This is an optimization exercise on Yosys and OpenROAD, whose aim is small area, not a production implementation.
Where RTL was checked, it was by simulation tests only, not by an equivalence proof against the original.
No functional check of the RTL was part of run 2.

## flow/design.v (module list and top-level ports; edited modules follow where they fit)
// module multiplier: 4725 lines
// module fa_cell: 4 lines
// module ao22_cell: 3 lines
// module and2_cell: 3 lines
// module fa1_cell: 4 lines
// module ha_cell: 4 lines
// module mul_unit: 48 lines
module mul_unit (
    input wire clk,
    input wire A_flag,
    input wire U_flag,
    input wire LongMul,
    input wire [31:0] Rm_data,
    input wire [31:0] Rs_data,
    input wire [31:0] Rn_data,
    input wire [31:0] RdHi_data,
    input wire [31:0] RdLo_data,
    input wire [3:0] cpsr_flags,
    output wire [31:0] result_lo,
    output wire [31:0] result_hi,
    output wire [3:0] flags_out
);
  // ...
==> flow/flow/run.sh <==
#!/bin/bash
set -euo pipefail
bash standard.sh "BUFFER_PORTS_ARGS=-buffer_cell sky130_fd_sc_hd__buf_1" "CTS_ARGS=-sink_clustering_enable -repair_clock_nets -dont_use_dummy_load -buf_list sky130_fd_sc_hd__clkbuf_8" finish > standard_flow.log 2>&1
==> flow/standard.sh <==
#!/bin/bash
# synth_recipe.tcl (not shown) runs the flow's synth.tcl, then flattens the netlist and writes it again
# the make line also repeats each setting of config.mk as NAME=value (left out here)
make -C /OpenROAD-flow-scripts/flow DESIGN_CONFIG=/design/flow/config.mk WORK_HOME=/design/flow/orfs CLKGATE_MAP_FILE= SYNTH_SCRIPT=/design/flow/synth_recipe.tcl "${@:-finish}"
==> flow/config.mk <==
export PLATFORM = sky130hd
export DESIGN_NAME = mul_unit
export DESIGN_NICKNAME = mul_unit
export VERILOG_FILES = /design/flow/design.v
export SDC_FILE = /design/flow/constraint.sdc
export NUM_CORES = 4
export LEC_CHECK = 0
export ABC_AREA = 1
export CAP_MARGIN = 20
export CORE_MARGIN = 2
export CORE_UTILIZATION = 40
export PLACE_DENSITY = 0.8
export SLEW_MARGIN = 20
export SYNTH_HIERARCHICAL = 1
export SYNTH_MINIMUM_KEEP_SIZE = 0
==> flow/constraint.sdc <==
create_clock -name core_clock -period 14.0 [get_ports {clk}]
set_input_delay 2.8000 -clock core_clock [delete_from_list [all_inputs] [get_ports {clk}]]
set_output_delay 2.8000 -clock core_clock [all_outputs]
set_load 0.01 [all_outputs]
==> flow_metrics.py, run 1 <==
metrics = {
    "global_routing": {
        "grt-ovfl-total": 0,
        "met1_usage": 0.304,
        "grt_util_met3": 0.113,
    },
    "die": {
        "fp-row-count": 96,
        "nWellTaps": 882,
    },
    "synth": {
        "yosysSeqAreaShare": 0.0971,
        "syn_area_per_cell_um2": 9.86,
        "synth-seq-cells": 134,
        "synth.top_cell.area_share": 0.402,
        "synth_compound_area_frac": 0.124,
        "syn-num-nets": 3657,
    },
    "worst_setup_path": {
        "critPathTopFamily": "adder cells",
        "endpoint_kind": "register",
        "critPathSlowestCell": "fa_1",
        "slowest_delay_ns": 0.64,
        "cp_common_cell": "fa_1",
        "critPathArrivalTime_ns": 13.13,
    },
    "placed_design": {
        "dp_cells": 3689,
        "portBuffers": 232,
        "dpl_cell_area_um2": 29000,
    },
    "finish": {
        "num-nonclk-inverters": 167,
        "seq_area_frac": 0.0919,
        "seq_cell_count": 134,
        "layout_commonest_cell": "fa_1",
    },
    "hold_path": {
        "hold_depth": 0,
    },
    "sta": {
        "tightestPinTransition_ns": 1.02,
        "max_slew_margin": 0.320,
    },
    "clock_tree": {
        "htreeDepth": 4,
        "cts_root_buffer": "clkbuf_8",
    },
    "detailed_routing": {
        "viasPerCell": 6.29,
        "met3_length_um": 13800,
        "wirelength_um": 93700,
    },
    "outcome": {
        "outcome": "complete, no violations",
    },
}
==> inputs of run 2 (changes only) <==
--- a/flow/design.v
+++ b/flow/design.v
@@ -2577,17 +2577,17 @@
 wire n2467;
 wire n2468;
 fa_cell u97 (.a(n2454), .b(n2461), .c(n2463), .s(n2467), .co(n2468));
 wire n2469;
 wire n2470;
 fa_cell u98 (.a(n2456), .b(n2465), .c(n2467), .s(n2469), .co(n2470));
 wire n2471;
 wire n2472;
-ha_cell u99 (.a(n2458), .b(n2469), .s(n2471), .co(n2472));
+fa_cell u99 (.a(n2458), .b(n2469), .c(n2460), .s(n2471), .co(n2472));
 wire n2473;
 wire n2474;
 fa_cell u100 (.a(n125), .b(n261), .c(n397), .s(n2473), .co(n2474));
 wire n2475;
 wire n2476;
 fa_cell u101 (.a(n533), .b(n669), .c(n805), .s(n2475), .co(n2476));
 wire n2477;
 wire n2478;
@@ -2595,17 +2595,17 @@
 wire n2479;
 wire n2480;
 fa_cell u103 (.a(n2473), .b(n2475), .c(n2466), .s(n2479), .co(n2480));
 wire n2481;
 wire n2482;
 fa_cell u104 (.a(n2468), .b(n2477), .c(n2479), .s(n2481), .co(n2482));
 wire n2483;
 wire n2484;
-fa_cell u105 (.a(n2470), .b(n2472), .c(n2481), .s(n2483), .co(n2484));
+fa_cell u105 (.a(n2470), .b(n2481), .c(n2472), .s(n2483), .co(n2484));
 wire n2485;
 wire n2486;
 fa_cell u106 (.a(Rs_data[15]), .b(n129), .c(n265), .s(n2485), .co(n2486));
 wire n2487;
 wire n2488;
 fa_cell u107 (.a(n401), .b(n537), .c(n673), .s(n2487), .co(n2488));
 wire n2489;
 wire n2490;
@@ -2616,17 +2616,17 @@
 wire n2493;
 wire n2494;
 fa_cell u110 (.a(n2487), .b(n2489), .c(n2478), .s(n2493), .co(n2494));
 wire n2495;
 wire n2496;
 fa_cell u111 (.a(n2491), .b(n2480), .c(n2493), .s(n2495), .co(n2496));
 wire n2497;
 wire n2498;
-fa_cell u112 (.a(n2482), .b(n2495), .c(n2484), .s(n2497), .co(n2498));
+ha_cell u112 (.a(n2482), .b(n2495), .s(n2497), .co(n2498));
 wire n2499;
 wire n2500;
 fa_cell u113 (.a(n133), .b(n269), .c(n405), .s(n2499), .co(n2500));
 wire n2501;
 wire n2502;
 fa_cell u114 (.a(n541), .b(n677), .c(n813), .s(n2501), .co(n2502));
 wire n2503;
 wire n2504;
@@ -2739,17 +2739,17 @@
 wire n2575;
 wire n2576;
 fa_cell u151 (.a(n2569), .b(n2571), .c(n2556), .s(n2575), .co(n2576));
 wire n2577;
 wire n2578;
 fa_cell u152 (.a(n2558), .b(n2573), .c(n2575), .s(n2577), .co(n2578));
 wire n2579;
 wire n2580;
-ha_cell u153 (.a(n2560), .b(n2577), .s(n2579), .co(n2580));
+fa_cell u153 (.a(n2560), .b(n2577), .c(n2562), .s(n2579), .co(n2580));
 wire n2581;
 wire n2582;
 fa_cell u154 (.a(Rs_data[21]), .b(n153), .c(n289), .s(n2581), .co(n2582));
 wire n2583;
 wire n2584;
 fa_cell u155 (.a(n425), .b(n561), .c(n697), .s(n2583), .co(n2584));
 wire n2585;
 wire n2586;
@@ -2832,17 +2832,17 @@
 wire n2637;
 wire n2638;
 fa_cell u182 (.a(n2631), .b(n2633), .c(n2614), .s(n2637), .co(n2638));
 wire n2639;
 wire n2640;
 fa_cell u183 (.a(n2635), .b(n2616), .c(n2637), .s(n2639), .co(n2640));
 wire n2641;
 wire n2642;
-fa_cell u184 (.a(n2618), .b(n2639), .c(n2620), .s(n2641), .co(n2642));
+ha_cell u184 (.a(n2618), .b(n2639), .s(n2641), .co(n2642));
 wire n2643;
 wire n2644;
 fa_cell u185 (.a(n165), .b(n301), .c(n437), .s(n2643), .co(n2644));
 wire n2645;
 wire n2646;
 fa_cell u186 (.a(n573), .b(n709), .c(n845), .s(n2645), .co(n2646));
 wire n2647;
 wire n2648;
@@ -2901,17 +2901,17 @@
 wire n2683;
 wire n2684;
 fa_cell u205 (.a(n2656), .b(n2658), .c(n2679), .s(n2683), .co(n2684));
 wire n2685;
 wire n2686;
 fa_cell u206 (.a(n2681), .b(n2660), .c(n2683), .s(n2685), .co(n2686));
 wire n2687;
 wire n2688;
-ha_cell u207 (.a(n2662), .b(n2685), .s(n2687), .co(n2688));
+fa_cell u207 (.a(n2662), .b(n2685), .c(n2664), .s(n2687), .co(n2688));
 wire n2689;
 wire n2690;
 fa_cell u208 (.a(n173), .b(n309), .c(n445), .s(n2689), .co(n2690));
 wire n2691;
 wire n2692;
 fa_cell u209 (.a(n581), .b(n717), .c(n853), .s(n2691), .co(n2692));
 wire n2693;
 wire n2694;
@@ -3378,17 +3378,17 @@
 wire n3001;
 wire n3002;
 fa_cell u364 (.a(n2966), .b(n2968), .c(n2997), .s(n3001), .co(n3002));
 wire n3003;
 wire n3004;
 fa_cell u365 (.a(n2999), .b(n2970), .c(n3001), .s(n3003), .co(n3004));
 wire n3005;
 wire n3006;
-ha_cell u366 (.a(n2972), .b(n3003), .s(n3005), .co(n3006));
+fa_cell u366 (.a(n2972), .b(n3003), .c(n2974), .s(n3005), .co(n3006));
 wire n3007;
 wire n3008;
 fa_cell u367 (.a(n40), .b(n2373), .c(n489), .s(n3007), .co(n3008));
 wire n3009;
 wire n3010;
 fa_cell u368 (.a(n625), .b(n761), .c(n897), .s(n3009), .co(n3010));
 wire n3011;
 wire n3012;
@@ -4097,636 +4097,644 @@
 fa_cell u603 (.a(n67), .b(n2400), .c(n2366), .s(n3479), .co(n3480));
 wire n3481;
 wire n3482;
 fa_cell u604 (.a(n3476), .b(n3479), .c(n3478), .s(n3481), .co(n3482));
 wire n3483 = ~n2941;
 wire n3484 = ~n2973;
 wire n3485;
 wire n3486;
-ha_cell u605 (.a(n3005), .b(n2974), .s(n3485), .co(n3486));
+ha_cell u605 (.a(n3035), .b(n3006), .s(n3485), .co(n3486));
 wire n3487;
 wire n3488;
-fa_cell u606 (.a(n3006), .b(n3035), .c(n3486), .s(n3487), .co(n3488));
+ha_cell u606 (.a(n3093), .b(n3066), .s(n3487), .co(n3488));
 wire n3489;
 wire n3490;
-ha_cell u607 (.a(n3093), .b(n3066), .s(n3489), .co(n3490));
+ha_cell u607 (.a(n3147), .b(n3122), .s(n3489), .co(n3490));
 wire n3491;
 wire n3492;
-ha_cell u608 (.a(n3147), .b(n3122), .s(n3491), .co(n3492));
+ha_cell u608 (.a(n3197), .b(n3174), .s(n3491), .co(n3492));
 wire n3493;
 wire n3494;
-ha_cell u609 (.a(n3197), .b(n3174), .s(n3493), .co(n3494));
+ha_cell u609 (.a(n3243), .b(n3222), .s(n3493), .co(n3494));
 wire n3495;
 wire n3496;
-ha_cell u610 (.a(n3243), .b(n3222), .s(n3495), .co(n3496));
+ha_cell u610 (.a(n3285), .b(n3266), .s(n3495), .co(n3496));
 wire n3497;
 wire n3498;
-ha_cell u611 (.a(n3285), .b(n3266), .s(n3497), .co(n3498));
+ha_cell u611 (.a(n3323), .b(n3306), .s(n3497), .co(n3498));
 wire n3499;
 wire n3500;
-ha_cell u612 (.a(n3323), .b(n3306), .s(n3499), .co(n3500));
+ha_cell u612 (.a(n3357), .b(n3342), .s(n3499), .co(n3500));
 wire n3501;
 wire n3502;
-ha_cell u613 (.a(n3357), .b(n3342), .s(n3501), .co(n3502));
+ha_cell u613 (.a(n3387), .b(n3374), .s(n3501), .co(n3502));
 wire n3503;
 wire n3504;
-ha_cell u614 (.a(n3387), .b(n3374), .s(n3503), .co(n3504));
+ha_cell u614 (.a(n3413), .b(n3402), .s(n3503), .co(n3504));
 wire n3505;
 wire n3506;
-ha_cell u615 (.a(n3413), .b(n3402), .s(n3505), .co(n3506));
+ha_cell u615 (.a(n3435), .b(n3426), .s(n3505), .co(n3506));
 wire n3507;
 wire n3508;
-ha_cell u616 (.a(n3435), .b(n3426), .s(n3507), .co(n3508));
+ha_cell u616 (.a(n3453), .b(n3446), .s(n3507), .co(n3508));
 wire n3509;
 wire n3510;
-ha_cell u617 (.a(n3453), .b(n3446), .s(n3509), .co(n3510));
+ha_cell u617 (.a(n3467), .b(n3462), .s(n3509), .co(n3510));
 wire n3511;
 wire n3512;
-ha_cell u618 (.a(n3467), .b(n3462), .s(n3511), .co(n3512));
-wire n3513;
-wire n3514;
-ha_cell u619 (.a(n3477), .b(n3474), .s(n3513), .co(n3514));
-wire n3515 = n73 ^ Rs_data[1];
-wire n3516 = n73 & Rs_data[1];
-wire n3517 = n77 ^ n3516;
-wire n3518 = n3516 & n77;
-wire n3519 = n2401 ^ n3518;
-wire n3520 = n3518 & n2401;
-wire n3521 = n2403 ^ n3520;
-wire n3522 = n3520 & n2403;
-wire n3523 = n2407 ^ n3522;
-wire n3524 = n3522 & n2407;
-wire n3525 = n2411 ^ n3524;
-wire n3526 = n3524 & n2411;
-wire n3527 = n2417 ^ n3526;
-wire n3528 = n3526 & n2417;
-wire n3529 = n2423 ^ n3528;
-wire n3530 = n3528 & n2423;
-wire n3531 = n2431 ^ n3530;
-wire n3532 = n3530 & n2431;
-wire n3533 = n2439 ^ n3532;
-wire n3534 = n3532 & n2439;
-wire n3535 = n2449 ^ n3534;
-wire n3536 = n3534 & n2449;
-wire n3537 = n2459 ^ n3536;
-wire n3538 = n3536 & n2459;
-wire n3539;
-wire n3540;
-fa_cell u620 (.a(n2460), .b(n2471), .c(n3538), .s(n3539), .co(n3540));
-wire n3541 = n2483 ^ n3540;
-wire n3542 = n3540 & n2483;
-wire n3543 = n2497 ^ n3542;
-wire n3544 = n2497 & n3542;
-wire n3545 = n2511 ^ n3544;
-wire n3546 = n2511 & n2497;
-wire n3547 = n3546 & n3542;
-wire n3548 = n2527 ^ n3547;
-wire n3549 = n2527 & n3547;
-wire n3550 = n2543 ^ n3549;
-wire n3551 = n2543 & n2527;
-wire n3552 = n3551 & n3547;
-wire n3553;
-wire n3554;
-ha_cell u621 (.a(n2562), .b(n2579), .s(n3553), .co(n3554));
-wire n3555 = n2561 ^ n3552;
-wire n3556 = n2561 & n3552;
-wire n3557 = n3553 ^ n3556;
-wire n3558 = n3553 & n2561;
-wire n3559 = n3558 & n3552;
-wire n3560 = n3554 | n3559;
-wire n3561 = n2599 ^ n3560;
-wire n3562 = n2599 & n3560;
-wire n3563 = n2619 ^ n3562;
-wire n3564 = n2619 & n2599;
-wire n3565 = n3564 & n3560;
-wire n3566 = n2641 ^ n3565;
-wire n3567 = n2641 & n3565;
-wire n3568 = n2663 ^ n3567;
-wire n3569 = n2663 & n2641;
-wire n3570 = n3569 & n3565;
-wire n3571;
-wire n3572;
-ha_cell u622 (.a(n2664), .b(n2687), .s(n3571), .co(n3572));
-wire n3573 = n3571 ^ n3570;
-wire n3574 = n3571 & n3570;
-wire n3575 = n3572 | n3574;
-wire n3576 = n2711 ^ n3575;
-wire n3577 = n2711 & n3572;
-wire n3578 = n2711 & n3571;
-wire n3579 = n3578 & n3570;
-wire n3580 = n3577 | n3579;
-wire n3581 = n2737 ^ n3580;
-wire n3582 = n2737 & n3580;
-wire n3583 = n2763 ^ n3582;
-wire n3584 = n2763 & n2737;
-wire n3585 = n3584 & n3580;
-wire n3586;
+ha_cell u618 (.a(n3477), .b(n3474), .s(n3511), .co(n3512));
+wire n3513 = n73 ^ Rs_data[1];
+wire n3514 = n73 & Rs_data[1];
+wire n3515 = n77 ^ n3514;
+wire n3516 = n3514 & n77;
+wire n3517 = n2401 ^ n3516;
+wire n3518 = n3516 & n2401;
+wire n3519 = n2403 ^ n3518;
+wire n3520 = n3518 & n2403;
+wire n3521 = n2407 ^ n3520;
+wire n3522 = n3520 & n2407;
+wire n3523 = n2411 ^ n3522;
+wire n3524 = n3522 & n2411;
+wire n3525 = n2417 ^ n3524;
+wire n3526 = n3524 & n2417;
+wire n3527 = n2423 ^ n3526;
+wire n3528 = n3526 & n2423;
+wire n3529 = n2431 ^ n3528;
+wire n3530 = n3528 & n2431;
+wire n3531 = n2439 ^ n3530;
+wire n3532 = n3530 & n2439;
+wire n3533 = n2449 ^ n3532;
+wire n3534 = n3532 & n2449;
+wire n3535 = n2459 ^ n3534;
+wire n3536 = n3534 & n2459;
+wire n3537 = n2471 ^ n3536;
+wire n3538 = n2471 & n3536;
+wire n3539 = n2483 ^ n3538;
+wire n3540 = n2483 & n2471;
+wire n3541 = n3540 & n3536;
+wire n3542;
+wire n3543;
+ha_cell u619 (.a(n2484), .b(n2497), .s(n3542), .co(n3543));
+wire n3544 = n3542 ^ n3541;
+wire n3545 = n3542 & n3541;
+wire n3546 = n3543 | n3545;
+wire n3547 = n2511 ^ n3546;
+wire n3548 = n2511 & n3543;
+wire n3549 = n2511 & n3542;
+wire n3550 = n3549 & n3541;
+wire n3551 = n3548 | n3550;
+wire n3552 = n2527 ^ n3551;
+wire n3553 = n2527 & n3551;
+wire n3554 = n2543 ^ n3553;
+wire n3555 = n2543 & n2527;
+wire n3556 = n3555 & n3551;
+wire n3557 = n2561 ^ n3556;
+wire n3558 = n2561 & n3556;
+wire n3559 = n2579 ^ n3558;
+wire n3560 = n2579 & n2561;
+wire n3561 = n3560 & n3556;
+wire n3562 = n2599 ^ n3561;
+wire n3563 = n2599 & n3561;
+wire n3564 = n2619 ^ n3563;
+wire n3565 = n2619 & n2599;
+wire n3566 = n3565 & n3561;
+wire n3567;
+wire n3568;
+ha_cell u620 (.a(n2620), .b(n2641), .s(n3567), .co(n3568));
+wire n3569 = n3567 ^ n3566;
+wire n3570 = n3567 & n3566;
+wire n3571 = n3568 | n3570;
+wire n3572 = n2663 ^ n3571;
+wire n3573 = n2663 & n3568;
+wire n3574 = n2663 & n3567;
+wire n3575 = n3574 & n3566;
+wire n3576 = n3573 | n3575;
+wire n3577 = n2687 ^ n3576;
+wire n3578 = n2687 & n3576;
+wire n3579 = n2711 ^ n3578;
+wire n3580 = n2711 & n2687;
+wire n3581 = n3580 & n3576;
+wire n3582 = n2737 ^ n3581;
+wire n3583 = n2737 & n3581;
+wire n3584 = n2763 ^ n3583;
+wire n3585 = n2763 & n2737;
+wire n3586 = n3585 & n3581;
 wire n3587;
-ha_cell u623 (.a(n2792), .b(n2819), .s(n3586), .co(n3587));
-wire n3588 = n2791 ^ n3585;
-wire n3589 = n2791 & n3585;
-wire n3590 = n3586 ^ n3589;
-wire n3591 = n3586 & n2791;
-wire n3592 = n3591 & n3585;
-wire n3593 = n3587 | n3592;
-wire n3594 = n2849 ^ n3593;
-wire n3595 = n2849 & n3593;
-wire n3596 = n2879 ^ n3595;
-wire n3597 = n2879 & n2849;
-wire n3598 = n3597 & n3593;
-wire n3599;
+wire n3588;
+ha_cell u621 (.a(n2792), .b(n2819), .s(n3587), .co(n3588));
+wire n3589 = n2791 ^ n3586;
+wire n3590 = n2791 & n3586;
+wire n3591 = n3587 ^ n3590;
+wire n3592 = n3587 & n2791;
+wire n3593 = n3592 & n3586;
+wire n3594 = n3588 | n3593;
+wire n3595 = n2849 ^ n3594;
+wire n3596 = n2849 & n3594;
+wire n3597 = n2879 ^ n3596;
+wire n3598 = n2879 & n2849;
+wire n3599 = n3598 & n3594;
 wire n3600;
-fa_cell u624 (.a(n2880), .b(n2909), .c(n3598), .s(n3599), .co(n3600));
-wire n3601 = n3515 ^ n4;
-wire n3602 = n3515 & n4;
-wire n3603;
+wire n3601;
+fa_cell u622 (.a(n2880), .b(n2909), .c(n3599), .s(n3600), .co(n3601));
+wire n3602 = n3513 ^ n4;
+wire n3603 = n3513 & n4;
 wire n3604;
-fa_cell u625 (.a(n3517), .b(n5), .c(n3602), .s(n3603), .co(n3604));
 wire n3605;
+fa_cell u623 (.a(n3515), .b(n5), .c(n3603), .s(n3604), .co(n3605));
 wire n3606;
-fa_cell u626 (.a(n3519), .b(n6), .c(n3604), .s(n3605), .co(n3606));
 wire n3607;
+fa_cell u624 (.a(n3517), .b(n6), .c(n3605), .s(n3606), .co(n3607));
 wire n3608;
-fa_cell u627 (.a(n3521), .b(n7), .c(n3606), .s(n3607), .co(n3608));
 wire n3609;
+fa_cell u625 (.a(n3519), .b(n7), .c(n3607), .s(n3608), .co(n3609));
 wire n3610;
-fa_cell u628 (.a(n3523), .b(n8), .c(n3608), .s(n3609), .co(n3610));
 wire n3611;
+fa_cell u626 (.a(n3521), .b(n8), .c(n3609), .s(n3610), .co(n3611));
 wire n3612;
-fa_cell u629 (.a(n3525), .b(n9), .c(n3610), .s(n3611), .co(n3612));
 wire n3613;
+fa_cell u627 (.a(n3523), .b(n9), .c(n3611), .s(n3612), .co(n3613));
 wire n3614;
-fa_cell u630 (.a(n3527), .b(n10), .c(n3612), .s(n3613), .co(n3614));
 wire n3615;
+fa_cell u628 (.a(n3525), .b(n10), .c(n3613), .s(n3614), .co(n3615));
 wire n3616;
-fa_cell u631 (.a(n3529), .b(n11), .c(n3614), .s(n3615), .co(n3616));
 wire n3617;
+fa_cell u629 (.a(n3527), .b(n11), .c(n3615), .s(n3616), .co(n3617));
 wire n3618;
-fa_cell u632 (.a(n3531), .b(n12), .c(n3616), .s(n3617), .co(n3618));
 wire n3619;
+fa_cell u630 (.a(n3529), .b(n12), .c(n3617), .s(n3618), .co(n3619));
 wire n3620;
-fa_cell u633 (.a(n3533), .b(n13), .c(n3618), .s(n3619), .co(n3620));
 wire n3621;
+fa_cell u631 (.a(n3531), .b(n13), .c(n3619), .s(n3620), .co(n3621));
 wire n3622;
-fa_cell u634 (.a(n3535), .b(n14), .c(n3620), .s(n3621), .co(n3622));
 wire n3623;
+fa_cell u632 (.a(n3533), .b(n14), .c(n3621), .s(n3622), .co(n3623));
 wire n3624;
-fa_cell u635 (.a(n3537), .b(n15), .c(n3622), .s(n3623), .co(n3624));
 wire n3625;
+fa_cell u633 (.a(n3535), .b(n15), .c(n3623), .s(n3624), .co(n3625));
 wire n3626;
-fa_cell u636 (.a(n3539), .b(n16), .c(n3624), .s(n3625), .co(n3626));
 wire n3627;
+ha_cell u634 (.a(n3537), .b(n16), .s(n3626), .co(n3627));
 wire n3628;
-fa_cell u637 (.a(n3541), .b(n17), .c(n3626), .s(n3627), .co(n3628));
 wire n3629;
-wire n3630;
-ha_cell u638 (.a(n3543), .b(n18), .s(n3629), .co(n3630));
-wire n3631;
-wire n3632;
-ha_cell u639 (.a(n3545), .b(n19), .s(n3631), .co(n3632));
-wire n3633 = n3629 ^ n3628;
-wire n3634 = n3629 & n3628;
-wire n3635 = n3630 | n3634;
-wire n3636 = n3631 ^ n3635;
-wire n3637 = n3631 & n3630;
-wire n3638 = n3632 | n3637;
-wire n3639 = n3631 & n3629;
-wire n3640 = n3639 & n3628;
-wire n3641 = n3638 | n3640;
+ha_cell u635 (.a(n3539), .b(n17), .s(n3628), .co(n3629));
+wire n3630 = n3626 ^ n3625;
+wire n3631 = n3626 & n3625;
+wire n3632 = n3627 | n3631;
+wire n3633 = n3628 ^ n3632;
+wire n3634 = n3628 & n3627;
+wire n3635 = n3629 | n3634;
+wire n3636 = n3628 & n3626;
+wire n3637 = n3636 & n3625;
+wire n3638 = n3635 | n3637;
+wire n3639;
+wire n3640;
+ha_cell u636 (.a(n3544), .b(n18), .s(n3639), .co(n3640));
+wire n3641;
 wire n3642;
-wire n3643;
-ha_cell u640 (.a(n3548), .b(n20), .s(n3642), .co(n3643));
-wire n3644;
-wire n3645;
-ha_cell u641 (.a(n3550), .b(n21), .s(n3644), .co(n3645));
-wire n3646 = n3642 ^ n3641;
-wire n3647 = n3642 & n3641;
-wire n3648 = n3643 | n3647;
-wire n3649 = n3644 ^ n3648;
-wire n3650 = n3644 & n3643;
-wire n3651 = n3645 | n3650;
-wire n3652 = n3644 & n3642;
-wire n3653 = n3652 & n3641;
-wire n3654 = n3651 | n3653;
+ha_cell u637 (.a(n3547), .b(n19), .s(n3641), .co(n3642));
+wire n3643 = n3639 ^ n3638;
+wire n3644 = n3639 & n3638;
+wire n3645 = n3640 | n3644;
+wire n3646 = n3641 ^ n3645;
+wire n3647 = n3641 & n3640;
+wire n3648 = n3642 | n3647;
+wire n3649 = n3641 & n3639;
+wire n3650 = n3649 & n3638;
+wire n3651 = n3648 | n3650;
+wire n3652;
+wire n3653;
+ha_cell u638 (.a(n3552), .b(n20), .s(n3652), .co(n3653));
+wire n3654;
 wire n3655;
-wire n3656;
-ha_cell u642 (.a(n3555), .b(n22), .s(n3655), .co(n3656));
-wire n3657;
-wire n3658;
-ha_cell u643 (.a(n3557), .b(n23), .s(n3657), .co(n3658));
-wire n3659 = n3655 ^ n3654;
-wire n3660 = n3655 & n3654;
-wire n3661 = n3656 | n3660;
-wire n3662 = n3657 ^ n3661;
-wire n3663 = n3657 & n3656;
-wire n3664 = n3658 | n3663;
-wire n3665 = n3657 & n3655;
-wire n3666 = n3665 & n3654;
-wire n3667 = n3664 | n3666;
+ha_cell u639 (.a(n3554), .b(n21), .s(n3654), .co(n3655));
+wire n3656 = n3652 ^ n3651;
+wire n3657 = n3652 & n3651;
+wire n3658 = n3653 | n3657;
+wire n3659 = n3654 ^ n3658;
+wire n3660 = n3654 & n3653;
+wire n3661 = n3655 | n3660;
+wire n3662 = n3654 & n3652;
+wire n3663 = n3662 & n3651;
+wire n3664 = n3661 | n3663;
+wire n3665;
+wire n3666;
+ha_cell u640 (.a(n3557), .b(n22), .s(n3665), .co(n3666));
+wire n3667;
 wire n3668;
-wire n3669;
-ha_cell u644 (.a(n3561), .b(n24), .s(n3668), .co(n3669));
-wire n3670;
-wire n3671;
-ha_cell u645 (.a(n3563), .b(n25), .s(n3670), .co(n3671));
-wire n3672 = n3668 ^ n3667;
-wire n3673 = n3668 & n3667;
-wire n3674 = n3669 | n3673;
-wire n3675 = n3670 ^ n3674;
-wire n3676 = n3670 & n3669;
-wire n3677 = n3671 | n3676;
-wire n3678 = n3670 & n3668;
-wire n3679 = n3678 & n3667;
-wire n3680 = n3677 | n3679;
+ha_cell u641 (.a(n3559), .b(n23), .s(n3667), .co(n3668));
+wire n3669 = n3665 ^ n3664;
+wire n3670 = n3665 & n3664;
+wire n3671 = n3666 | n3670;
+wire n3672 = n3667 ^ n3671;
+wire n3673 = n3667 & n3666;
+wire n3674 = n3668 | n3673;
+wire n3675 = n3667 & n3665;
+wire n3676 = n3675 & n3664;
+wire n3677 = n3674 | n3676;
+wire n3678;
+wire n3679;
+ha_cell u642 (.a(n3562), .b(n24), .s(n3678), .co(n3679));
+wire n3680;
 wire n3681;
-wire n3682;
-ha_cell u646 (.a(n3566), .b(n26), .s(n3681), .co(n3682));
-wire n3683;
-wire n3684;
-ha_cell u647 (.a(n3568), .b(n27), .s(n3683), .co(n3684));
-wire n3685 = n3681 ^ n3680;
-wire n3686 = n3681 & n3680;
-wire n3687 = n3682 | n3686;
-wire n3688 = n3683 ^ n3687;
-wire n3689 = n3683 & n3682;
-wire n3690 = n3684 | n3689;
-wire n3691 = n3683 & n3681;
-wire n3692 = n3691 & n3680;
-wire n3693 = n3690 | n3692;
+ha_cell u643 (.a(n3564), .b(n25), .s(n3680), .co(n3681));
+wire n3682 = n3678 ^ n3677;
+wire n3683 = n3678 & n3677;
+wire n3684 = n3679 | n3683;
+wire n3685 = n3680 ^ n3684;
+wire n3686 = n3680 & n3679;
+wire n3687 = n3681 | n3686;
+wire n3688 = n3680 & n3678;
+wire n3689 = n3688 & n3677;
+wire n3690 = n3687 | n3689;
+wire n3691;
+wire n3692;
+ha_cell u644 (.a(n3569), .b(n26), .s(n3691), .co(n3692));
+wire n3693;
 wire n3694;
-wire n3695;
-ha_cell u648 (.a(n3573), .b(n28), .s(n3694), .co(n3695));
-wire n3696;
-wire n3697;
-ha_cell u649 (.a(n3576), .b(n29), .s(n3696), .co(n3697));
-wire n3698 = n3694 ^ n3693;
-wire n3699 = n3694 & n3693;
-wire n3700 = n3695 | n3699;
-wire n3701 = n3696 ^ n3700;
-wire n3702 = n3696 & n3695;
-wire n3703 = n3697 | n3702;
-wire n3704 = n3696 & n3694;
-wire n3705 = n3704 & n3693;
-wire n3706 = n3703 | n3705;
+ha_cell u645 (.a(n3572), .b(n27), .s(n3693), .co(n3694));
+wire n3695 = n3691 ^ n3690;
+wire n3696 = n3691 & n3690;
+wire n3697 = n3692 | n3696;
+wire n3698 = n3693 ^ n3697;
+wire n3699 = n3693 & n3692;
+wire n3700 = n3694 | n3699;
+wire n3701 = n3693 & n3691;
+wire n3702 = n3701 & n3690;
+wire n3703 = n3700 | n3702;
+wire n3704;
+wire n3705;
+ha_cell u646 (.a(n3577), .b(n28), .s(n3704), .co(n3705));
+wire n3706;
 wire n3707;
-wire n3708;
-ha_cell u650 (.a(n3581), .b(n30), .s(n3707), .co(n3708));
-wire n3709;
-wire n3710;
-ha_cell u651 (.a(n3583), .b(n31), .s(n3709), .co(n3710));
-wire n3711 = n3707 ^ n3706;
-wire n3712 = n3707 & n3706;
-wire n3713 = n3708 | n3712;
-wire n3714 = n3709 ^ n3713;
-wire n3715 = n3709 & n3708;
-wire n3716 = n3710 | n3715;
-wire n3717 = n3709 & n3707;
-wire n3718 = n3717 & n3706;
-wire n3719 = n3716 | n3718;
+ha_cell u647 (.a(n3579), .b(n29), .s(n3706), .co(n3707));
+wire n3708 = n3704 ^ n3703;
+wire n3709 = n3704 & n3703;
+wire n3710 = n3705 | n3709;
+wire n3711 = n3706 ^ n3710;
+wire n3712 = n3706 & n3705;
+wire n3713 = n3707 | n3712;
+wire n3714 = n3706 & n3704;
+wire n3715 = n3714 & n3703;
+wire n3716 = n3713 | n3715;
+wire n3717;
+wire n3718;
+ha_cell u648 (.a(n3582), .b(n30), .s(n3717), .co(n3718));
+wire n3719;
 wire n3720;
-wire n3721;
-ha_cell u652 (.a(n3588), .b(n32), .s(n3720), .co(n3721));
-wire n3722;
-wire n3723;
-ha_cell u653 (.a(n3590), .b(n33), .s(n3722), .co(n3723));
-wire n3724 = n3720 ^ n3719;
-wire n3725 = n3720 & n3719;
-wire n3726 = n3721 | n3725;
-wire n3727 = n3722 ^ n3726;
-wire n3728 = n3722 & n3721;
-wire n3729 = n3723 | n3728;
-wire n3730 = n3722 & n3720;
-wire n3731 = n3730 & n3719;
-wire n3732 = n3729 | n3731;
+ha_cell u649 (.a(n3584), .b(n31), .s(n3719), .co(n3720));
+wire n3721 = n3717 ^ n3716;
+wire n3722 = n3717 & n3716;
+wire n3723 = n3718 | n3722;
+wire n3724 = n3719 ^ n3723;
+wire n3725 = n3719 & n3718;
+wire n3726 = n3720 | n3725;
+wire n3727 = n3719 & n3717;
+wire n3728 = n3727 & n3716;
+wire n3729 = n3726 | n3728;
+wire n3730;
+wire n3731;
+ha_cell u650 (.a(n3589), .b(n32), .s(n3730), .co(n3731));
+wire n3732;
 wire n3733;
-wire n3734;
-ha_cell u654 (.a(n3594), .b(n34), .s(n3733), .co(n3734));
-wire n3735;
-wire n3736;
-ha_cell u655 (.a(n3596), .b(n35), .s(n3735), .co(n3736));
-wire n3737 = n3733 ^ n3732;
-wire n3738 = n3733 & n3732;
-wire n3739 = n3734 | n3738;
-wire n3740 = n3735 ^ n3739;
-wire n3741 = n3735 & n3734;
-wire n3742 = n3736 | n3741;
-wire n3743 = n3735 & n3733;
-wire n3744 = n3743 & n3732;
-wire n3745 = n3742 | n3744;
+ha_cell u651 (.a(n3591), .b(n33), .s(n3732), .co(n3733));
+wire n3734 = n3730 ^ n3729;
+wire n3735 = n3730 & n3729;
+wire n3736 = n3731 | n3735;
+wire n3737 = n3732 ^ n3736;
+wire n3738 = n3732 & n3731;
+wire n3739 = n3733 | n3738;
+wire n3740 = n3732 & n3730;
+wire n3741 = n3740 & n3729;
+wire n3742 = n3739 | n3741;
+wire n3743;
+wire n3744;
+ha_cell u652 (.a(n3595), .b(n34), .s(n3743), .co(n3744));
+wire n3745;
 wire n3746;
-wire n3747;
-fa_cell u656 (.a(n3599), .b(n36), .c(n3745), .s(n3746), .co(n3747));
-wire n3748;
-wire n3749;
-fa_cell u657 (.a(n3483), .b(n3600), .c(n3747), .s(n3748), .co(n3749));
-wire n3750;
-wire n3751;
-ha_cell u658 (.a(n2941), .b(n3484), .s(n3750), .co(n3751));
-wire n3752;
-wire n3753;
-ha_cell u659 (.a(n2973), .b(n3485), .s(n3752), .co(n3753));
-wire n3754 = n3750 ^ n3749;
-wire n3755 = n3750 & n3749;
-wire n3756 = n3751 | n3755;
-wire n3757 = n3752 ^ n3756;
-wire n3758 = n3752 & n3751;
-wire n3759 = n3753 | n3758;
-wire n3760 = n3752 & n3750;
-wire n3761 = n3760 & n3749;
-wire n3762 = n3759 | n3761;
-wire n3763 = ~n3487;
-wire n3764;
-wire n3765;
-ha_cell u660 (.a(n3065), .b(n3488), .s(n3764), .co(n3765));
-wire n3766 = n3763 ^ n3762;
-wire n3767 = n3763 & n3762;
-wire n3768 = n3487 | n3767;
-wire n3769 = n3764 ^ n3768;
-wire n3770 = n3764 & n3487;
-wire n3771 = n3765 | n3770;
-wire n3772 = n3764 & n3763;
-wire n3773 = n3772 & n3759;
-wire n3774 = n3771 | n3773;
-wire n3775 = n3772 & n3760;
-wire n3776 = n3775 & n3749;
-wire n3777 = n3774 | n3776;
-wire n3778 = ~n3489;
-wire n3779;
-wire n3780;
-ha_cell u661 (.a(n3121), .b(n3490), .s(n3779), .co(n3780));
-wire n3781 = n3778 ^ n3777;
-wire n3782 = n3778 & n3777;
-wire n3783 = n3489 | n3782;
-wire n3784 = n3779 ^ n3783;
-wire n3785 = n3779 & n3489;
-wire n3786 = n3780 | n3785;
-wire n3787 = n3779 & n3778;
-wire n3788 = n3787 & n3774;
-wire n3789 = n3786 | n3788;
-wire n3790 = n3787 & n3775;
-wire n3791 = n3790 & n3749;
-wire n3792 = n3789 | n3791;
-wire n3793 = ~n3491;
-wire n3794;
-wire n3795;
-ha_cell u662 (.a(n3173), .b(n3492), .s(n3794), .co(n3795));
-wire n3796 = n3793 ^ n3792;
-wire n3797 = n3793 & n3792;
-wire n3798 = n3491 | n3797;
-wire n3799 = n3794 ^ n3798;
-wire n3800 = n3794 & n3491;
-wire n3801 = n3795 | n3800;
-wire n3802 = n3794 & n3793;
-wire n3803 = n3802 & n3789;
-wire n3804 = n3801 | n3803;
-wire n3805 = n3802 & n3790;
-wire n3806 = n3805 & n3749;
-wire n3807 = n3804 | n3806;
-wire n3808 = ~n3493;
-wire n3809;
-wire n3810;
-ha_cell u663 (.a(n3221), .b(n3494), .s(n3809), .co(n3810));
-wire n3811 = n3808 ^ n3807;
-wire n3812 = n3808 & n3807;
-wire n3813 = n3493 | n3812;
-wire n3814 = n3809 ^ n3813;
-wire n3815 = n3809 & n3493;
-wire n3816 = n3810 | n3815;
-wire n3817 = n3809 & n3808;
-wire n3818 = n3817 & n3804;
-wire n3819 = n3816 | n3818;
-wire n3820 = n3817 & n3805;
-wire n3821 = n3820 & n3749;
-wire n3822 = n3819 | n3821;
-wire n3823 = ~n3495;
-wire n3824;
-wire n3825;
-ha_cell u664 (.a(n3265), .b(n3496), .s(n3824), .co(n3825));
-wire n3826 = n3823 ^ n3822;
-wire n3827 = n3823 & n3822;
-wire n3828 = n3495 | n3827;
-wire n3829 = n3824 ^ n3828;
-wire n3830 = n3824 & n3495;
-wire n3831 = n3825 | n3830;
-wire n3832 = n3824 & n3823;
-wire n3833 = n3832 & n3819;
-wire n3834 = n3831 | n3833;
-wire n3835 = n3832 & n3820;
-wire n3836 = n3835 & n3749;
-wire n3837 = n3834 | n3836;
-wire n3838 = ~n3497;
-wire n3839;
-wire n3840;
-ha_cell u665 (.a(n3305), .b(n3498), .s(n3839), .co(n3840));
-wire n3841 = n3838 ^ n3837;
-wire n3842 = n3838 & n3837;
-wire n3843 = n3497 | n3842;
-wire n3844 = n3839 ^ n3843;
-wire n3845 = n3839 & n3497;
-wire n3846 = n3840 | n3845;
-wire n3847 = n3839 & n3838;
-wire n3848 = n3847 & n3834;
-wire n3849 = n3846 | n3848;
-wire n3850 = n3847 & n3835;
-wire n3851 = n3850 & n3749;
-wire n3852 = n3849 | n3851;
-wire n3853 = ~n3499;
-wire n3854;
-wire n3855;
-ha_cell u666 (.a(n3341), .b(n3500), .s(n3854), .co(n3855));
-wire n3856 = n3853 ^ n3852;
-wire n3857 = n3853 & n3852;
-wire n3858 = n3499 | n3857;
-wire n3859 = n3854 ^ n3858;
-wire n3860 = n3854 & n3499;
-wire n3861 = n3855 | n3860;
-wire n3862 = n3854 & n3853;
-wire n3863 = n3862 & n3849;
-wire n3864 = n3861 | n3863;
-wire n3865 = n3862 & n3850;
-wire n3866 = n3865 & n3749;
-wire n3867 = n3864 | n3866;
-wire n3868 = ~n3501;
-wire n3869;
-wire n3870;
-ha_cell u667 (.a(n3373), .b(n3502), .s(n3869), .co(n3870));
-wire n3871 = n3868 ^ n3867;
-wire n3872 = n3868 & n3867;
-wire n3873 = n3501 | n3872;
-wire n3874 = n3869 ^ n3873;
-wire n3875 = n3869 & n3501;
-wire n3876 = n3870 | n3875;
-wire n3877 = n3869 & n3868;
-wire n3878 = n3877 & n3864;
-wire n3879 = n3876 | n3878;
-wire n3880 = n3877 & n3865;
-wire n3881 = n3880 & n3749;
-wire n3882 = n3879 | n3881;
-wire n3883 = ~n3503;
-wire n3884;
-wire n3885;
-ha_cell u668 (.a(n3401), .b(n3504), .s(n3884), .co(n3885));
-wire n3886 = n3883 ^ n3882;
-wire n3887 = n3883 & n3882;
-wire n3888 = n3503 | n3887;
-wire n3889 = n3884 ^ n3888;
-wire n3890 = n3884 & n3503;
-wire n3891 = n3885 | n3890;
-wire n3892 = n3884 & n3883;
-wire n3893 = n3892 & n3879;
-wire n3894 = n3891 | n3893;
-wire n3895 = n3892 & n3880;
-wire n3896 = n3895 & n3749;
-wire n3897 = n3894 | n3896;
-wire n3898 = ~n3505;
-wire n3899;
-wire n3900;
-ha_cell u669 (.a(n3425), .b(n3506), .s(n3899), .co(n3900));
-wire n3901 = n3898 ^ n3897;
-wire n3902 = n3898 & n3897;
-wire n3903 = n3505 | n3902;
-wire n3904 = n3899 ^ n3903;
-wire n3905 = n3899 & n3505;
-wire n3906 = n3900 | n3905;
-wire n3907 = n3899 & n3898;
-wire n3908 = n3907 & n3894;
-wire n3909 = n3906 | n3908;
-wire n3910 = n3907 & n3895;
-wire n3911 = n3910 & n3749;
-wire n3912 = n3909 | n3911;
-wire n3913 = ~n3507;
-wire n3914;
-wire n3915;
-ha_cell u670 (.a(n3445), .b(n3508), .s(n3914), .co(n3915));
-wire n3916 = n3913 ^ n3912;
-wire n3917 = n3913 & n3912;
-wire n3918 = n3507 | n3917;
-wire n3919 = n3914 ^ n3918;
-wire n3920 = n3914 & n3507;
-wire n3921 = n3915 | n3920;
-wire n3922 = n3914 & n3913;
-wire n3923 = n3922 & n3909;
-wire n3924 = n3921 | n3923;
-wire n3925 = n3922 & n3910;
-wire n3926 = n3925 & n3749;
-wire n3927 = n3924 | n3926;
-wire n3928 = ~n3509;
-wire n3929;
-wire n3930;
-ha_cell u671 (.a(n3461), .b(n3510), .s(n3929), .co(n3930));
-wire n3931 = n3928 ^ n3927;
-wire n3932 = n3928 & n3927;
-wire n3933 = n3509 | n3932;
-wire n3934 = n3929 ^ n3933;
-wire n3935 = n3929 & n3509;
-wire n3936 = n3930 | n3935;
-wire n3937 = n3929 & n3928;
-wire n3938 = n3937 & n3924;
-wire n3939 = n3936 | n3938;
-wire n3940 = n3937 & n3925;
-wire n3941 = n3940 & n3749;
-wire n3942 = n3939 | n3941;
-wire n3943 = ~n3511;
-wire n3944;
-wire n3945;
-ha_cell u672 (.a(n3473), .b(n3512), .s(n3944), .co(n3945));
-wire n3946 = n3943 ^ n3942;
-wire n3947 = n3943 & n3942;
-wire n3948 = n3511 | n3947;
-wire n3949 = n3944 ^ n3948;
-wire n3950 = n3944 & n3511;
-wire n3951 = n3945 | n3950;
-wire n3952 = n3944 & n3943;
-wire n3953 = n3952 & n3939;
-wire n3954 = n3951 | n3953;
-wire n3955 = n3952 & n3940;
-wire n3956 = n3955 & n3749;
-wire n3957 = n3954 | n3956;
-wire n3958 = ~n3513;
-wire n3959;
-wire n3960;
-ha_cell u673 (.a(n3481), .b(n3514), .s(n3959), .co(n3960));
-wire n3961 = n3958 ^ n3957;
-wire n3962 = n3958 & n3957;
-wire n3963 = n3513 | n3962;
-wire n3964 = n3959 ^ n3963;
-wire n3965 = n3959 & n3513;
-wire n3966 = n3960 | n3965;
-wire n3967 = n3959 & n3958;
-wire n3968 = n3967 & n3954;
-wire n3969 = n3966 | n3968;
-wire n3970 = n3967 & n3955;
-wire n3971 = n3970 & n3749;
-wire n3972 = n3969 | n3971;
-assign res[0] = n3601;
-assign res[1] = n3603;
-assign res[2] = n3605;
-assign res[3] = n3607;
-assign res[4] = n3609;
-assign res[5] = n3611;
-assign res[6] = n3613;
-assign res[7] = n3615;
-assign res[8] = n3617;
-assign res[9] = n3619;
-assign res[10] = n3621;
-assign res[11] = n3623;
-assign res[12] = n3625;
-assign res[13] = n3627;
-assign res[14] = n3633;
-assign res[15] = n3636;
-assign res[16] = n3646;
-assign res[17] = n3649;
-assign res[18] = n3659;
-assign res[19] = n3662;
-assign res[20] = n3672;
-assign res[21] = n3675;
-assign res[22] = n3685;
-assign res[23] = n3688;
-assign res[24] = n3698;
-assign res[25] = n3701;
-assign res[26] = n3711;
-assign res[27] = n3714;
-assign res[28] = n3724;
-assign res[29] = n3727;
-assign res[30] = n3737;
-assign res[31] = n3740;
-assign res[32] = n3746;
-assign res[33] = n3748;
-assign res[34] = n3754;
-assign res[35] = n3757;
-assign res[36] = n3766;
-assign res[37] = n3769;
-assign res[38] = n3781;
-assign res[39] = n3784;
-assign res[40] = n3796;
-assign res[41] = n3799;
-assign res[42] = n3811;
-assign res[43] = n3814;
-assign res[44] = n3826;
-assign res[45] = n3829;
-assign res[46] = n3841;
-assign res[47] = n3844;
-assign res[48] = n3856;
-assign res[49] = n3859;
-assign res[50] = n3871;
-assign res[51] = n3874;
-assign res[52] = n3886;
-assign res[53] = n3889;
-assign res[54] = n3901;
-assign res[55] = n3904;
-assign res[56] = n3916;
-assign res[57] = n3919;
-assign res[58] = n3931;
-assign res[59] = n3934;
-assign res[60] = n3946;
-assign res[61] = n3949;
-assign res[62] = n3961;
-assign res[63] = n3964;
-assign prod32 = n3599;
+ha_cell u653 (.a(n3597), .b(n35), .s(n3745), .co(n3746));
+wire n3747 = n3743 ^ n3742;
+wire n3748 = n3743 & n3742;
+wire n3749 = n3744 | n3748;
+wire n3750 = n3745 ^ n3749;
+wire n3751 = n3745 & n3744;
+wire n3752 = n3746 | n3751;
+wire n3753 = n3745 & n3743;
+wire n3754 = n3753 & n3742;
+wire n3755 = n3752 | n3754;
+wire n3756;
+wire n3757;
+fa_cell u654 (.a(n3600), .b(n36), .c(n3755), .s(n3756), .co(n3757));
+wire n3758;
+wire n3759;
+fa_cell u655 (.a(n3483), .b(n3601), .c(n3757), .s(n3758), .co(n3759));
+wire n3760;
+wire n3761;
+ha_cell u656 (.a(n2941), .b(n3484), .s(n3760), .co(n3761));
+wire n3762;
+wire n3763;
+ha_cell u657 (.a(n3005), .b(n2973), .s(n3762), .co(n3763));
+wire n3764 = n3760 ^ n3759;
+wire n3765 = n3760 & n3759;
+wire n3766 = n3761 | n3765;
+wire n3767 = n3762 ^ n3766;
+wire n3768 = n3762 & n3761;
+wire n3769 = n3763 | n3768;
+wire n3770 = n3762 & n3760;
+wire n3771 = n3770 & n3759;
+wire n3772 = n3769 | n3771;
+wire n3773 = ~n3485;
+wire n3774;
+wire n3775;
+ha_cell u658 (.a(n3065), .b(n3486), .s(n3774), .co(n3775));
+wire n3776 = n3773 ^ n3772;
+wire n3777 = n3773 & n3772;
+wire n3778 = n3485 | n3777;
+wire n3779 = n3774 ^ n3778;
+wire n3780 = n3774 & n3485;
+wire n3781 = n3775 | n3780;
+wire n3782 = n3774 & n3773;
+wire n3783 = n3782 & n3769;
+wire n3784 = n3781 | n3783;
+wire n3785 = n3782 & n3770;
+wire n3786 = n3785 & n3759;
+wire n3787 = n3784 | n3786;
+wire n3788 = ~n3487;
+wire n3789;
+wire n3790;
+ha_cell u659 (.a(n3121), .b(n3488), .s(n3789), .co(n3790));
+wire n3791 = n3788 ^ n3787;
+wire n3792 = n3788 & n3787;
+wire n3793 = n3487 | n3792;
+wire n3794 = n3789 ^ n3793;
+wire n3795 = n3789 & n3487;
+wire n3796 = n3790 | n3795;
+wire n3797 = n3789 & n3788;
+wire n3798 = n3797 & n3784;
+wire n3799 = n3796 | n3798;
+wire n3800 = n3797 & n3785;
+wire n3801 = n3800 & n3759;
+wire n3802 = n3799 | n3801;
+wire n3803 = ~n3489;
+wire n3804;
+wire n3805;
+ha_cell u660 (.a(n3173), .b(n3490), .s(n3804), .co(n3805));
+wire n3806 = n3803 ^ n3802;
+wire n3807 = n3803 & n3802;
+wire n3808 = n3489 | n3807;
+wire n3809 = n3804 ^ n3808;
+wire n3810 = n3804 & n3489;
+wire n3811 = n3805 | n3810;
+wire n3812 = n3804 & n3803;
+wire n3813 = n3812 & n3799;
+wire n3814 = n3811 | n3813;
+wire n3815 = n3812 & n3800;
+wire n3816 = n3815 & n3759;
+wire n3817 = n3814 | n3816;
+wire n3818 = ~n3491;
+wire n3819;
+wire n3820;
+ha_cell u661 (.a(n3221), .b(n3492), .s(n3819), .co(n3820));
+wire n3821 = n3818 ^ n3817;
+wire n3822 = n3818 & n3817;
+wire n3823 = n3491 | n3822;
+wire n3824 = n3819 ^ n3823;
+wire n3825 = n3819 & n3491;
+wire n3826 = n3820 | n3825;
+wire n3827 = n3819 & n3818;
+wire n3828 = n3827 & n3814;
+wire n3829 = n3826 | n3828;
+wire n3830 = n3827 & n3815;
+wire n3831 = n3830 & n3759;
+wire n3832 = n3829 | n3831;
+wire n3833 = ~n3493;
+wire n3834;
+wire n3835;
+ha_cell u662 (.a(n3265), .b(n3494), .s(n3834), .co(n3835));
+wire n3836 = n3833 ^ n3832;
+wire n3837 = n3833 & n3832;
+wire n3838 = n3493 | n3837;
+wire n3839 = n3834 ^ n3838;
+wire n3840 = n3834 & n3493;
+wire n3841 = n3835 | n3840;
+wire n3842 = n3834 & n3833;
+wire n3843 = n3842 & n3829;
+wire n3844 = n3841 | n3843;
+wire n3845 = n3842 & n3830;
+wire n3846 = n3845 & n3759;
+wire n3847 = n3844 | n3846;
+wire n3848 = ~n3495;
+wire n3849;
+wire n3850;
+ha_cell u663 (.a(n3305), .b(n3496), .s(n3849), .co(n3850));
+wire n3851 = n3848 ^ n3847;
+wire n3852 = n3848 & n3847;
+wire n3853 = n3495 | n3852;
+wire n3854 = n3849 ^ n3853;
+wire n3855 = n3849 & n3495;
+wire n3856 = n3850 | n3855;
+wire n3857 = n3849 & n3848;
+wire n3858 = n3857 & n3844;
+wire n3859 = n3856 | n3858;
+wire n3860 = n3857 & n3845;
+wire n3861 = n3860 & n3759;
+wire n3862 = n3859 | n3861;
+wire n3863 = ~n3497;
+wire n3864;
+wire n3865;
+ha_cell u664 (.a(n3341), .b(n3498), .s(n3864), .co(n3865));
+wire n3866 = n3863 ^ n3862;
+wire n3867 = n3863 & n3862;
+wire n3868 = n3497 | n3867;
+wire n3869 = n3864 ^ n3868;
+wire n3870 = n3864 & n3497;
+wire n3871 = n3865 | n3870;
+wire n3872 = n3864 & n3863;
+wire n3873 = n3872 & n3859;
+wire n3874 = n3871 | n3873;
+wire n3875 = n3872 & n3860;
+wire n3876 = n3875 & n3759;
+wire n3877 = n3874 | n3876;
+wire n3878 = ~n3499;
+wire n3879;
+wire n3880;
+ha_cell u665 (.a(n3373), .b(n3500), .s(n3879), .co(n3880));
+wire n3881 = n3878 ^ n3877;
+wire n3882 = n3878 & n3877;
+wire n3883 = n3499 | n3882;
+wire n3884 = n3879 ^ n3883;
+wire n3885 = n3879 & n3499;
+wire n3886 = n3880 | n3885;
+wire n3887 = n3879 & n3878;
+wire n3888 = n3887 & n3874;
+wire n3889 = n3886 | n3888;
+wire n3890 = n3887 & n3875;
+wire n3891 = n3890 & n3759;
+wire n3892 = n3889 | n3891;
+wire n3893 = ~n3501;
+wire n3894;
+wire n3895;
+ha_cell u666 (.a(n3401), .b(n3502), .s(n3894), .co(n3895));
+wire n3896 = n3893 ^ n3892;
+wire n3897 = n3893 & n3892;
+wire n3898 = n3501 | n3897;
+wire n3899 = n3894 ^ n3898;
+wire n3900 = n3894 & n3501;
+wire n3901 = n3895 | n3900;
+wire n3902 = n3894 & n3893;
+wire n3903 = n3902 & n3889;
+wire n3904 = n3901 | n3903;
+wire n3905 = n3902 & n3890;
+wire n3906 = n3905 & n3759;
+wire n3907 = n3904 | n3906;
+wire n3908 = ~n3503;
+wire n3909;
+wire n3910;
+ha_cell u667 (.a(n3425), .b(n3504), .s(n3909), .co(n3910));
+wire n3911 = n3908 ^ n3907;
+wire n3912 = n3908 & n3907;
+wire n3913 = n3503 | n3912;
+wire n3914 = n3909 ^ n3913;
+wire n3915 = n3909 & n3503;
+wire n3916 = n3910 | n3915;
+wire n3917 = n3909 & n3908;
+wire n3918 = n3917 & n3904;
+wire n3919 = n3916 | n3918;
+wire n3920 = n3917 & n3905;
+wire n3921 = n3920 & n3759;
+wire n3922 = n3919 | n3921;
+wire n3923 = ~n3505;
+wire n3924;
+wire n3925;
+ha_cell u668 (.a(n3445), .b(n3506), .s(n3924), .co(n3925));
+wire n3926 = n3923 ^ n3922;
+wire n3927 = n3923 & n3922;
+wire n3928 = n3505 | n3927;
+wire n3929 = n3924 ^ n3928;
+wire n3930 = n3924 & n3505;
+wire n3931 = n3925 | n3930;
+wire n3932 = n3924 & n3923;
+wire n3933 = n3932 & n3919;
+wire n3934 = n3931 | n3933;
+wire n3935 = n3932 & n3920;
+wire n3936 = n3935 & n3759;
+wire n3937 = n3934 | n3936;
+wire n3938 = ~n3507;
+wire n3939;
+wire n3940;
+ha_cell u669 (.a(n3461), .b(n3508), .s(n3939), .co(n3940));
+wire n3941 = n3938 ^ n3937;
+wire n3942 = n3938 & n3937;
+wire n3943 = n3507 | n3942;
+wire n3944 = n3939 ^ n3943;
+wire n3945 = n3939 & n3507;
+wire n3946 = n3940 | n3945;
+wire n3947 = n3939 & n3938;
+wire n3948 = n3947 & n3934;
+wire n3949 = n3946 | n3948;
+wire n3950 = n3947 & n3935;
+wire n3951 = n3950 & n3759;
+wire n3952 = n3949 | n3951;
+wire n3953 = ~n3509;
+wire n3954;
+wire n3955;
+ha_cell u670 (.a(n3473), .b(n3510), .s(n3954), .co(n3955));
+wire n3956 = n3953 ^ n3952;
+wire n3957 = n3953 & n3952;
+wire n3958 = n3509 | n3957;
+wire n3959 = n3954 ^ n3958;
+wire n3960 = n3954 & n3509;
+wire n3961 = n3955 | n3960;
+wire n3962 = n3954 & n3953;
+wire n3963 = n3962 & n3949;
+wire n3964 = n3961 | n3963;
+wire n3965 = n3962 & n3950;
+wire n3966 = n3965 & n3759;
+wire n3967 = n3964 | n3966;
+wire n3968 = ~n3511;
+wire n3969;
+wire n3970;
+ha_cell u671 (.a(n3481), .b(n3512), .s(n3969), .co(n3970));
+wire n3971 = n3968 ^ n3967;
+wire n3972 = n3968 & n3967;
+wire n3973 = n3511 | n3972;
+wire n3974 = n3969 ^ n3973;
+wire n3975 = n3969 & n3511;
+wire n3976 = n3970 | n3975;
+wire n3977 = n3969 & n3968;
+wire n3978 = n3977 & n3964;
+wire n3979 = n3976 | n3978;
+wire n3980 = n3977 & n3965;
+wire n3981 = n3980 & n3759;
+wire n3982 = n3979 | n3981;
+assign res[0] = n3602;
+assign res[1] = n3604;
+assign res[2] = n3606;
+assign res[3] = n3608;
+assign res[4] = n3610;
+assign res[5] = n3612;
+assign res[6] = n3614;
+assign res[7] = n3616;
+assign res[8] = n3618;
+assign res[9] = n3620;
+assign res[10] = n3622;
+assign res[11] = n3624;
+assign res[12] = n3630;
+assign res[13] = n3633;
+assign res[14] = n3643;
+assign res[15] = n3646;
+assign res[16] = n3656;
+assign res[17] = n3659;
+assign res[18] = n3669;
+assign res[19] = n3672;
+assign res[20] = n3682;
+assign res[21] = n3685;
+assign res[22] = n3695;
+assign res[23] = n3698;
+assign res[24] = n3708;
+assign res[25] = n3711;
+assign res[26] = n3721;
+assign res[27] = n3724;
+assign res[28] = n3734;
+assign res[29] = n3737;
+assign res[30] = n3747;
+assign res[31] = n3750;
+assign res[32] = n3756;
+assign res[33] = n3758;
+assign res[34] = n3764;
+assign res[35] = n3767;
+assign res[36] = n3776;
+assign res[37] = n3779;
+assign res[38] = n3791;
+assign res[39] = n3794;
+assign res[40] = n3806;
+assign res[41] = n3809;
+assign res[42] = n3821;
+assign res[43] = n3824;
+assign res[44] = n3836;
+assign res[45] = n3839;
+assign res[46] = n3851;
+assign res[47] = n3854;
+assign res[48] = n3866;
+assign res[49] = n3869;
+assign res[50] = n3881;
+assign res[51] = n3884;
+assign res[52] = n3896;
+assign res[53] = n3899;
+assign res[54] = n3911;
+assign res[55] = n3914;
+assign res[56] = n3926;
+assign res[57] = n3929;
+assign res[58] = n3941;
+assign res[59] = n3944;
+assign res[60] = n3956;
+assign res[61] = n3959;
+assign res[62] = n3971;
+assign res[63] = n3974;
+assign prod32 = n3600;
 endmodule
 module fa_cell (input wire a, input wire b, input wire c, output wire s, output wire co);
 assign s = a ^ b ^ c;
 assign co = (a & b) | (c & (a ^ b));
 endmodule
 module ao22_cell (input wire a, input wire b, input wire c, input wire d, output wire y);
 assign y = (a & b) | (c & d);
 endmodule
==> flow/config.mk (replaced) <==
export PLATFORM = sky130hd
export DESIGN_NAME = mul_unit
export DESIGN_NICKNAME = mul_unit
export VERILOG_FILES = /design/flow/design.v
export SDC_FILE = /design/flow/constraint.sdc
export NUM_CORES = 4
export LEC_CHECK = 0
export ABC_AREA = 1
export CAP_MARGIN = 20
export CORE_MARGIN = 2
export CORE_UTILIZATION = 40
export SLEW_MARGIN = 20
export SYNTH_HIERARCHICAL = 1
export SYNTH_MINIMUM_KEEP_SIZE = 0
==> run 2 against run 1 <==
  * Still clean
  * Sequential cell count did not move
  * Global-route usage barely moved
  * Area after synthesis rose by 0.29%
  * Final cell count rose by 2.5%
  * Cell area rose by 1.1%
  * Fmax fell by 3.2%
  * First-iteration DRC count fell by 40%
  * Worst setup slack got worse by 0.42 ns
  * Via count fell by 5.4%
==> flow_metrics.py, run 2 <==
metrics = {
    "placed_design": {
        "portBuffers": 232,
        "dpl_cell_area_um2": 29300,
        "preCtsSetupSlack_ns": 0.296,
        "gp_congestion": 0.972,
        "dp_cells": 3785,
        "dp_hpwl_um": 69700,
    },
    "global_routing": {
        "grt_pass1_vias": 22805,
        "grt_max_degree": 43,
        "antenna_found_initial": 2,
        "grt.total_usage": 0.267,
        "grt-ovfl-total": 0,
        "grt_pass1_wl_um": 142000,
    },
    "die": {
        "io_pins": 236,
        "dieArea_um2": 71400,
        "core_area_um2": 68600,
        "die_x_um": 267,
        "fp.dieH_um": 267,
        "initial_utilization": 0.404,
        "fp-row-count": 96,
    },
    "synth": {
        "synth_area_leaders": "fa_1, xor2_1, o22ai_1, dfxtp_1, ha_1",
        "synth.top_cell.area_share": 0.399,
        "synth_cell_type_count": 37,
        "synth-main-ff-cell": "dfxtp_1",
        "synth.most_common_cell": "fa_1",
        "synth_top_area_cell": "fa_1",
        "synth_edf_count": 0,
        "syn_inst": 2826,
        "yosys_warnings": 7,
        "synth-seq-cells": 134,
        "syn_area_per_cell_um2": 9.80,
        "synth_common_cells": "fa_1, xor2_1, o22ai_1",
        "synthesis.area_um2": 27700,
        "ys_async_sr_fraction": 0,
        "syn-num-nets": 3680,
        "yosysSeqAreaShare": 0.0968,
    },
    "worst_setup_path": {
        "cp_data_required_time_ns": 14.42,
        "cp_common_cell": "fa_1",
        "cp.buffers_inverters": 7,
        "r2r-start": "res_q[39]$_DFF_P_",
        "slowest_delay_ns": 0.53,
        "critPathArrivalTime_ns": 13.51,
        "r2r_end": "res_qq[39]$_DFF_P_",
        "r2r_slack_ns": 13.58,
        "critPathTopFamily": "adder cells",
        "critPathLaunchType": "input port",
        "path_class": "in2reg",
        "worstPathMaxFanout": 14,
        "endpoint_kind": "register",
        "ff2ff_path_depth": 0,
        "critPathSlowestCell": "fa_1",
    },
    "finish": {
        "drive_gt1_frac": 0.0707,
        "final_cell_mix": "fa_1, xor2_1, o22ai_1, buf_1, nand2_1",
        "layout.cells.non_filler": 3803,
        "syn_to_final_growth_pct": 6.54,
        "fillCellCount": 6721,
        "seqCellArea_um2": 2680,
        "top_regs": "res_q (64), res_qq (64)",
        "multi_input_area_um2": 22900,
        "fin_nets": 3727,
        "layout_commonest_cell": "fa_1",
        "fin_area_um2": 29500,
        "fin_util": 0.430,
    },
    "run": {
        "maxCapViolCount": 0,
    },
    "hold_path": {
        "hold_depth": 0,
        "hold_end": "c_qq$_DFF_P_",
        "hold_class": "reg2reg",
        "min_from": "c_q$_DFF_P_",
    },
    "sta": {
        "period_minus_slack_ns": 13.09,
        "setup_slack_ns": 0.907,
        "max_slew_margin": 0.326,
        "fin_setup_tns_ns": 0,
        "skew_ns": 0.0239,
        "finalHoldViolCount": 0,
        "fmax_mhz": 76.4,
        "hold_ws_ns": 0.306,
        "setup_violations": 0,
        "tightestPinTransition_ns": 1.01,
        "slew_violations": 0,
        "period_share": 0.935,
        "rsz0062_at_grt": "no",
    },
    "detailed_routing": {
        "dr.pass1.iters": 6,
        "drtIter0Drc": 2095,
        "vias": 22056,
        "wl_per_cell_um": 24.6,
        "viasPerCell": 5.80,
        "wirelength_um": 93600,
        "final_antenna_net_count": 0,
        "drcViolationCount": 0,
    },
    "clock_tree": {
        "post-cts-setup-buffers": 0,
        "htreeDepth": 4,
        "cts.clk_slew.worst_paths_ns": 0.08,
        "cts_tree": "done",
        "cts_resized": 0,
        "ctsHoldBuffers": 0,
        "cts.sinks": 134,
        "cts_root_buffer": "clkbuf_8",
        "insertion_delay_ns": 0.55,
        "cts_buffer_depth": 2,
        "numCtsBuffers": 17,
    },
    "outcome": {
        "outcome": "complete, no violations",
    },
}
-- run 2: changes by cell type after synthesis, moves of 3 or more --
cell and change:
nor2_1 +8, nand3_2 -6, clkbuf_1 +21, xnor2_1 +3, nand3_1 +6, inv_1 +7
nand2_1 +11, buf_1 -21
-- run 2: logic make-up (layout without fill, tap and decap cells) --
group,Yosys count,after routing,share of synthesized area
AND/OR/NAND/NOR,354,354,0.0533
adder cells (fa/ha/maj),686,686,0.459
XOR/XNOR,578,578,0.183
buffers and inverters,503,548,0.0776
multiplexers,15,15,0.00542
AO/OA/AOI/OAI,556,556,0.125
flip-flops,134,134,0.0968
other,0,1,0
-- run 2: routing by layer --
metal | GRT usage | up-vias | share of wire
li1 | - | 9372 | -
met1 | 0.347 | 10963 | 0.39
met2 | 0.428 | 1443 | 0.46
met3 | 0.0671 | 274 | 0.11
met4 | 0.0999 | 4 | 0.036
met5 | 0 | - | 0.00029
-- run 2: how the worst max path moves through the flow --
stage                     startpoint                 to  cells after the start
after CTS                 Rs_data[1]  res_q[63]$_DFF_P_                     59
after global placement    Rs_data[1]  res_q[63]$_DFF_P_                     59
after global routing      Rs_data[1]  res_q[62]$_DFF_P_                     59
after detailed placement  Rs_data[1]  res_q[63]$_DFF_P_                     59
final                     Rs_data[3]  res_q[63]$_DFF_P_                     48
after floorplan           Rs_data[1]  res_q[63]$_DFF_P_                     61
-- run 2: layout make-up --
| cell class | instances | area share |
|---|---|---|
| sequential | 134 | 0.0909 |
| antenna | 1 | 0.0000848 |
| inverter | 175 | 0.0227 |
| timing repair buffer | 356 | 0.0617 |
| clock buffer | 17 | 0.00793 |
| tap | 931 | 0.0395 |
| multi-input combinational | 2189 | 0.777 |
-- run 2: Yosys stat by module, one instance, submodules excluded --
module      cells inside  times used
multiplier          1862           1
and2_cell              2          32
fa_cell                1         552
mul_unit             196           1
ao22_cell              3          32
ha_cell                1          56

[afterwards: timing with drivers on the ports]
Ports are ideal in the flow. The routed layouts listed here were re-timed in OpenROAD.
Step 1 sets driving cells, clkbuf_16 on the clock port and buf_2 on the other inputs (assumed; they add their load-dependent delay and slew).
Step 2 moves the port delays by t, midway between the first and last clock arrival at a register: inputs arrive t later, outputs are due t later. That takes back most of the time a late clock gives input paths.
Slacks: no drivers / after step 1 / after step 2; pairs: no drivers / after step 1.
| run | t (ns) | setup WS [ns] | worst slew at a driven data input, ns |
|---|---|---|---|
| run 1 | 0.582 | 1.329 / 1.331 / 0.749 | 0.09 |
| run 2 | 0.603 | 0.907 / 0.919 / 0.316 | 0.14 |
After both steps every run listed still meets setup and hold. The setup slack of run 2, which loses most, moves by +0.012 ns with the drivers and by -0.591 ns with both steps.
